This is an optimization exercise on Yosys and OpenROAD, whose aim is small area and a short achievable clock period, not a production implementation.
Function was checked by simulation only, so behaviour that the tests miss may differ from the original.
No activity file was given, so power comes from the tool's default toggle rates.

== wip/maple ==
==> flow/design.v (excerpt) <==
module CPU (
    input clk,
    input reset,
    input [18:0] instruction,
    input [15:0] data_in,
    output reg [15:0] data_out,
    output [15:0] address,
    output reg mem_read,
    output reg mem_write
);
Size: about 4,200 cells after synthesis, ~71 I/O pins.
clock: 28.0 ns
lec_check: 0
abc_area: 1
cap_margin: 0
core_margin: 2
core_utilization: 65
cts_buf_list: sky130_fd_sc_hd__clkbuf_8
slew_margin: 0
standard.sh (not shown) runs the stock make flow with config.mk's settings and CLKGATE_MAP_FILE= SYNTH_SCRIPT=/design/flow/synth_recipe.tcl, a recipe that flattens the netlist after the stock synthesis.
==> flow/flow/run.sh <==
#!/bin/bash
# Standard ORFS flow (the standard.sh) with faster port buffers and a
# setup-repair margin, so that repair_timing works towards a shorter period
# than the design's clock. The constraints (SDC) are the design's, unchanged.
set -euo pipefail
export BUFFER_PORTS_ARGS="-buffer_cell sky130_fd_sc_hd__buf_4"
export SETUP_SLACK_MARGIN=18
export MATCH_CELL_FOOTPRINT=0
bash standard.sh > standard.log 2>&1
Input-level comparison between wip/harbor and wip/maple:
Settings: changing CORE_UTILIZATION from 65 to 70; changing CAP_MARGIN from 0 to 20; changing SLEW_MARGIN from 0 to 20.
[summary]
As far as count of buffers inserted at the top-level ports goes, wip/maple and wip/harbor are indistinguishable; the numbers are identical. Taking wip/maple as the reference, in wip/harbor flop-to-flop setup slack went down 0.16 ns; wire length of the first global-routing pass shows an increase of 1.2%; clock buffer and inverter area fraction after layout closely matched the old numbers. wip/harbor vs wip/maple — met2 capacity usage during global routing rose 3.1 points. Compared with wip/maple, wip/harbor shows a higher total routing usage reported by global routing. Compared to wip/maple, the routing of wip/harbor uses more wire.
Setup changes, wip/harbor to wip/fjord
Settings: swapping 70 for 65 in CORE_UTILIZATION.
diff --git a/flow/flow/run.sh b/flow/flow/run.sh
--- a/flow/flow/run.sh
+++ b/flow/flow/run.sh
@@ -7 +7 @@
-export SETUP_SLACK_MARGIN=18
+export SETUP_SLACK_MARGIN=19
==> comparison <==
- The flow did not stop early for wip/fjord: all stages ran, and the layout cleared the timing, design-rule and antenna checks.
- Post-layout worst setup margin was lower in the run labelled wip/harbor.
- Of wip/fjord and wip/harbor, wip/fjord shows the higher routed length on met2, with wip/harbor below it.
- The detailed placement HPWL of wip/fjord was inferior to that of wip/harbor.
- When wip/fjord is set beside wip/harbor, its internal cell power turns out to be 1.9% larger.
- wip/fjord vs. wip/harbor: multi-input combinational area share went down by 0.21 points.
- On wip/fjord: wire length is 2.5% higher than what wip/harbor gave.
- Any difference in area fraction of clock buffers and clock inverters between wip/fjord and wip/harbor is small enough to ignore.
- wip/fjord ended up with a lower critical path depth than wip/harbor did.
- Summary of wip/fjord over wip/harbor: clock power share now sits lower; sequential cell area now sits at about the same level.
Edits applied to the flow inputs when going from wip/fjord to wip/pepper:
Settings: CORE_UTILIZATION now 40, was 65; CTS_BUF_LIST no longer set, was sky130_fd_sc_hd__clkbuf_8.
diff --git a/flow/flow/run.sh b/flow/flow/run.sh
--- a/flow/flow/run.sh
+++ b/flow/flow/run.sh
@@ -7 +7 @@
-export SETUP_SLACK_MARGIN=19
+export SETUP_SLACK_MARGIN=17.5
--- outcome ---
- Compared with wip/fjord, wip/pepper shows count of non-filler cells in the finished layout that has gone up by a few percent.
- Compared to wip/fjord, the router laid down less metal wire for wip/pepper.
- Non-clock buffer count is lower on wip/pepper
- [wip/pepper] total number of nets in the final design fell 74 relative to wip/fjord
- Cmp wip/pepper vs wip/fjord: worst reg-to-reg setup slack lower in wip/pepper
What wip/raven does differently from wip/pepper at the input level:
Settings: CORE_UTILIZATION now 65, was 40; CTS_BUF_LIST now sky130_fd_sc_hd__clkbuf_8, previously not set.
diff --git a/flow/flow/run.sh b/flow/flow/run.sh
--- a/flow/flow/run.sh
+++ b/flow/flow/run.sh
@@ -7 +7 @@
-export SETUP_SLACK_MARGIN=17.5
+export SETUP_SLACK_MARGIN=18
## What came out
- Layout overhead on the synthesized area ended up 1.8 points lower on wip/raven than on wip/pepper.
- wip/raven: clock network latency to the later pin of the worst-skew pair 0.06 ns above wip/pepper
- wip/pepper → wip/raven: delay of the slowest critical-path stage was more or less identical, horizontal die dimension went down 21%, final hold slack now larger, arrival time of the worst setup path -0.18 ns, combinational power share held steady.
- Port buffer count came out exactly the same in wip/raven and wip/pepper.

-- static timing again, ports no longer ideal --
Ports are ideal in the flow. The routed layouts listed here were re-timed in OpenROAD. Step 1 assumes that a clkbuf_16 drives the clock port and a buf_2 every other input. Step 2 times the ports against the registers' clock, not the clock port: input delays grow and output delays shrink by t, the midpoint of the rising clock arrivals with the driver on. Slacks: no drivers / after step 1 / after step 2; pairs: no drivers / after step 1.
run | t, ns | setup slack, ns | worst setup path after step 2 | worst register clock-pin slew, ns
wip/maple | 0.701 | 17.842 / 17.782 / 17.606 | input to register | 0.07 / 0.07
wip/harbor | 0.703 | 17.666 / 17.612 / 17.530 | input to register | 0.08 / 0.08
wip/fjord | 0.718 | 17.897 / 17.837 / 18.489 | input to register | 0.07 / 0.07
wip/pepper | 0.642 | 17.666 / 17.603 / 17.336 | input to register | 0.07 / 0.07
wip/raven | 0.702 | 17.854 / 17.790 / 17.593 | input to register | 0.07 / 0.07
After both steps setup and hold are still met in every run listed. The setup slack of wip/pepper, which loses most, moves by -0.063 ns with the drivers and by -0.330 ns with both steps.
